What follows belongs to an exercise in optimizing a design on an open flow for small area and a short achievable clock period; a production flow would make more cautious choices.
In this exercise RTL edits were held to simulation tests only and were not proved equivalent to the original.

== maple ==
## top_diannao_node_vMAX
module top_diannao_node_vMAX (
        clk,
        i_inputs,
        i_synapses,
        i_op,
        i_nbout,
        i_load,
        o_to_edram
    );
    input           clk;
    input  [255:0]  i_inputs;
    input  [255:0]  i_synapses;
    input  [0:0]    i_op;
    input  [15:0]   i_nbout;
    input           i_load;
    output [15:0]   o_to_edram;
    function gt16;
        input [15:0] a, b;
        reg [15:0] g0, l0;
        reg [7:0] g1, l1;
        reg [3:0] g2, l2;
        reg [1:0] g3, l3;
        integer i;
        begin
            g0 = a & ~b;
            l0 = ~a & b;
            for (i = 0; i < 8; i = i + 1) begin
                g1[i] = g0[2*i+1] | (~l0[2*i+1] & g0[2*i]);
                l1[i] = l0[2*i+1] | (~g0[2*i+1] & l0[2*i]);
            end
            for (i = 0; i < 4; i = i + 1) begin
                g2[i] = g1[2*i+1] | (~l1[2*i+1] & g1[2*i]);
                l2[i] = l1[2*i+1] | (~g1[2*i+1] & l1[2*i]);
            end
            for (i = 0; i < 2; i = i + 1) begin
                g3[i] = g2[2*i+1] | (~l2[2*i+1] & g2[2*i]);
                l3[i] = l2[2*i+1] | (~g2[2*i+1] & l2[2*i]);
            end
            gt16 = g3[1] | (~l3[1] & g3[0]);
        end
    endfunction
    function [15:0] max4;
        input [15:0] a, b, c, d;
        reg ab, ac, ad, bc, bd, cd;
        begin
            ab = gt16(a, b);
            ac = gt16(a, c);
            ad = gt16(a, d);
            bc = gt16(b, c);
            bd = gt16(b, d);
            cd = gt16(c, d);
            max4 = ({16{ab & ac & ad}} & a) | ({16{~ab & bc & bd}} & b) |
                   ({16{~ac & ~bc & cd}} & c) | ({16{~ad & ~bd & ~cd}} & d);
        end
    endfunction
    function [15:0] max4t;
        input [15:0] a, b, c, d;
        reg [15:0] m0, m1;
        begin
            m0 = gt16(a, b) ? a : b;
            m1 = gt16(c, d) ? c : d;
            max4t = gt16(m0, m1) ? m0 : m1;
        end
    endfunction
    function [31:0] csa4;
        input [15:0] a, b, c, d;
        reg [15:0] x1, s1, c1, x2;
        begin
            x1 = a ^ b;
            s1 = x1 ^ c;
            c1 = {(a[14:0] & b[14:0]) | (c[14:0] & x1[14:0]), 1'b0};
            x2 = s1 ^ c1;
            csa4 = {(s1[14:0] & c1[14:0]) | (d[14:0] & x2[14:0]), 1'b0, x2 ^ d};
        end
    endfunction
    reg  [239:0] mag_a;
  ...
For scale: ~16000 cells after synthesis, about 550 I/O pins, roughly 130000 µm² of cells after synthesis.
export LEC_CHECK = 0
export ABC_AREA = 1
export CAP_MARGIN = 10
export CORE_MARGIN = 2
export CORE_UTILIZATION = 40
export SETUP_SLACK_MARGIN = 5
export SLEW_MARGIN = 10
export SYNTH_HIERARCHICAL = 1
create_clock -name core_clock -period 12.0 [get_ports {clk}]
standard.sh (not shown) runs the stock make flow with config.mk's settings and CLKGATE_MAP_FILE= SYNTH_SCRIPT=/design/flow/synth_recipe.tcl, a recipe that flattens the netlist after the stock synthesis.
==> flow/flow/run.sh <==
#!/bin/bash
# Standard ORFS layout (the standard.sh, standard synthesis unchanged), with
# extra settings for timing repair, clock tree and port buffers.
set -euo pipefail
bash standard.sh SETUP_SLACK_MARGIN=8.3 "CTS_ARGS=-sink_clustering_enable -repair_clock_nets -sink_clustering_size 30 -sink_clustering_max_diameter 80 -dont_use_dummy_load" "BUFFER_PORTS_ARGS=-buffer_cell sky130_fd_sc_hd__buf_1" finish > standard.log 2>&1
Input changes introduced in violet (baseline for comparison: maple):
# maple
export LEC_CHECK = 0
export ABC_AREA = 1
export CAP_MARGIN = 10
export CORE_MARGIN = 2
export CORE_UTILIZATION = 40
export SETUP_SLACK_MARGIN = 5
export SLEW_MARGIN = 10
export SYNTH_HIERARCHICAL = 1
create_clock -name core_clock -period 12.0 [get_ports {clk}]
# violet
export LEC_CHECK = 0
export ABC_AREA = 1
export CAP_MARGIN = 20
export CORE_MARGIN = 2
export CORE_UTILIZATION = 40
export SETUP_SLACK_MARGIN = 5
export SLEW_MARGIN = 20
export SYNTH_HIERARCHICAL = 1
create_clock -name core_clock -period 12.0 [get_ports {clk}]
==> flow/flow/run.sh <==
#!/bin/bash
# Standard ORFS layout (the standard.sh, standard synthesis unchanged), with
# extra settings for timing repair, clock tree and port buffers.
set -euo pipefail
bash standard.sh SETUP_SLACK_MARGIN=8.5 CTS_CLUSTER_SIZE=30 CTS_CLUSTER_DIAMETER=80 "BUFFER_PORTS_ARGS=-buffer_cell sky130_fd_sc_hd__buf_1" finish > standard.log 2>&1
## What came out
o_to_edram[4] as the last element of the critical path was reported by maple, and o_to_edram[13] by violet. Comparing violet and maple, clock-buffer cell count is lower on maple. violet vs. maple: overall routed net length rose about 3.8%. Looking only at design area, and setting everything else aside, the higher value of violet and maple goes to violet. Re relative area of non-clock buffer cells in the final design: violet and maple aren't equal, and the higher value belongs to violet.
Inputs modified between violet and fjord:
==> flow/flow/run.sh <==
#!/bin/bash
# Standard ORFS layout (the standard.sh, standard synthesis unchanged), with
# extra settings for timing repair, clock tree and port buffers.
set -euo pipefail
bash standard.sh SETUP_SLACK_MARGIN=8.2 CTS_CLUSTER_SIZE=30 CTS_CLUSTER_DIAMETER=80 "BUFFER_PORTS_ARGS=-buffer_cell sky130_fd_sc_hd__buf_1" finish > standard.log 2>&1
==> comparison <==
- fjord | status: complete | timing, DRC, antenna: pass
- Compared with violet, in fjord ratio of final minimum period to clock period picked up an extra 0.19 points; net count reported at finish lost 386; wire length after detailed routing lost 3.8%; finished layout cell area lost about 4.6%.
Inputs modified between fjord and ember:
# fjord
export LEC_CHECK = 0
export ABC_AREA = 1
export CAP_MARGIN = 20
export CORE_MARGIN = 2
export CORE_UTILIZATION = 40
export SETUP_SLACK_MARGIN = 5
export SLEW_MARGIN = 20
export SYNTH_HIERARCHICAL = 1
create_clock -name core_clock -period 12.0 [get_ports {clk}]
# ember
export LEC_CHECK = 0
export ABC_AREA = 1
export CAP_MARGIN = 10
export CORE_MARGIN = 2
export CORE_UTILIZATION = 40
export SETUP_SLACK_MARGIN = 5
export SLEW_MARGIN = 10
export SYNTH_HIERARCHICAL = 1
create_clock -name core_clock -period 12.0 [get_ports {clk}]
==> flow/flow/run.sh <==
#!/bin/bash
# Standard ORFS layout (the standard.sh, standard synthesis unchanged), with
# extra settings for timing repair, clock tree and port buffers.
set -euo pipefail
bash standard.sh SETUP_SLACK_MARGIN=8.2 "CTS_ARGS=-sink_clustering_enable -repair_clock_nets -sink_clustering_size 30 -sink_clustering_max_diameter 80 -dont_use_dummy_load" "BUFFER_PORTS_ARGS=-buffer_cell sky130_fd_sc_hd__buf_1" finish > standard.log 2>&1
--- outcome ---
ember against fjord: global-route met1 utilization decreased by 0.24 points relative to the old numbers, footprint of the multi-input gates closely matched the old numbers. Cmp ember vs fjord: number of standard cells in the final layout excluding fillers lower in ember. The synthesis-to-layout area growth reported for ember is smaller than that of fjord by 0.98 points. In ember the transition time at the pin with the least slew margin turned out 0.0041 ns lower than in fjord. As far as count of input and output buffers goes, fjord and ember are indistinguishable; the numbers are identical. ember vs. fjord: setup fix buffers added after clock tree synthesis went down 2; maximum clock frequency higher; final-layout clock-cell area share shows a reduction of 1.1 points.
Input-level comparison between quartz and ember:
==> flow/flow/run.sh <==
#!/bin/bash
# Standard ORFS layout (the standard.sh, standard synthesis unchanged), with
# extra settings for timing repair, clock tree and port buffers.
set -euo pipefail
bash standard.sh SETUP_SLACK_MARGIN=8.4 "CTS_ARGS=-sink_clustering_enable -repair_clock_nets -sink_clustering_size 30 -sink_clustering_max_diameter 80 -dont_use_dummy_load -distance_between_buffers 300" "BUFFER_PORTS_ARGS=-buffer_cell sky130_fd_sc_hd__buf_1" finish > standard.log 2>&1
### Flow results
- quartz against ember: maximum frequency up about 3.5%, multi-input combinational area share down 0.91 points, total area of multi-input combinational cells up 1400 µm², maximum level of the CTS H-tree flat.

what the ideal ports hide:
Ports are ideal in the flow. The routed layouts listed here were re-timed in OpenROAD.
Step 1 assumes that a clkbuf_16 drives the clock port and a buf_2 every other input.
Step 2 times the ports against the registers' clock, not the clock port: input delays grow and output delays shrink by t, the midpoint of the rising clock arrivals with the driver on.
Three values: ideal, step 1, step 2; two values: the first two.
| run | t, ns | slack for setup (ns) | worst slew at a driven data input, ns |
|---|---|---|---|
| maple | 0.977 | 8.248 / 8.142 / 7.723 | 0.11 |
| violet | 0.999 | 8.229 / 8.117 / 7.731 | 0.13 |
| fjord | 0.994 | 8.206 / 8.098 / 7.454 | 0.13 |
| ember | 0.971 | 8.228 / 8.121 / 7.499 | 0.14 |
| quartz | 0.855 | 8.355 / 8.255 / 7.618 | 0.13 |
After both steps setup and hold are still met in every run listed. The setup slack of fjord, which loses most, moves by -0.108 ns with the drivers and by -0.752 ns with both steps.
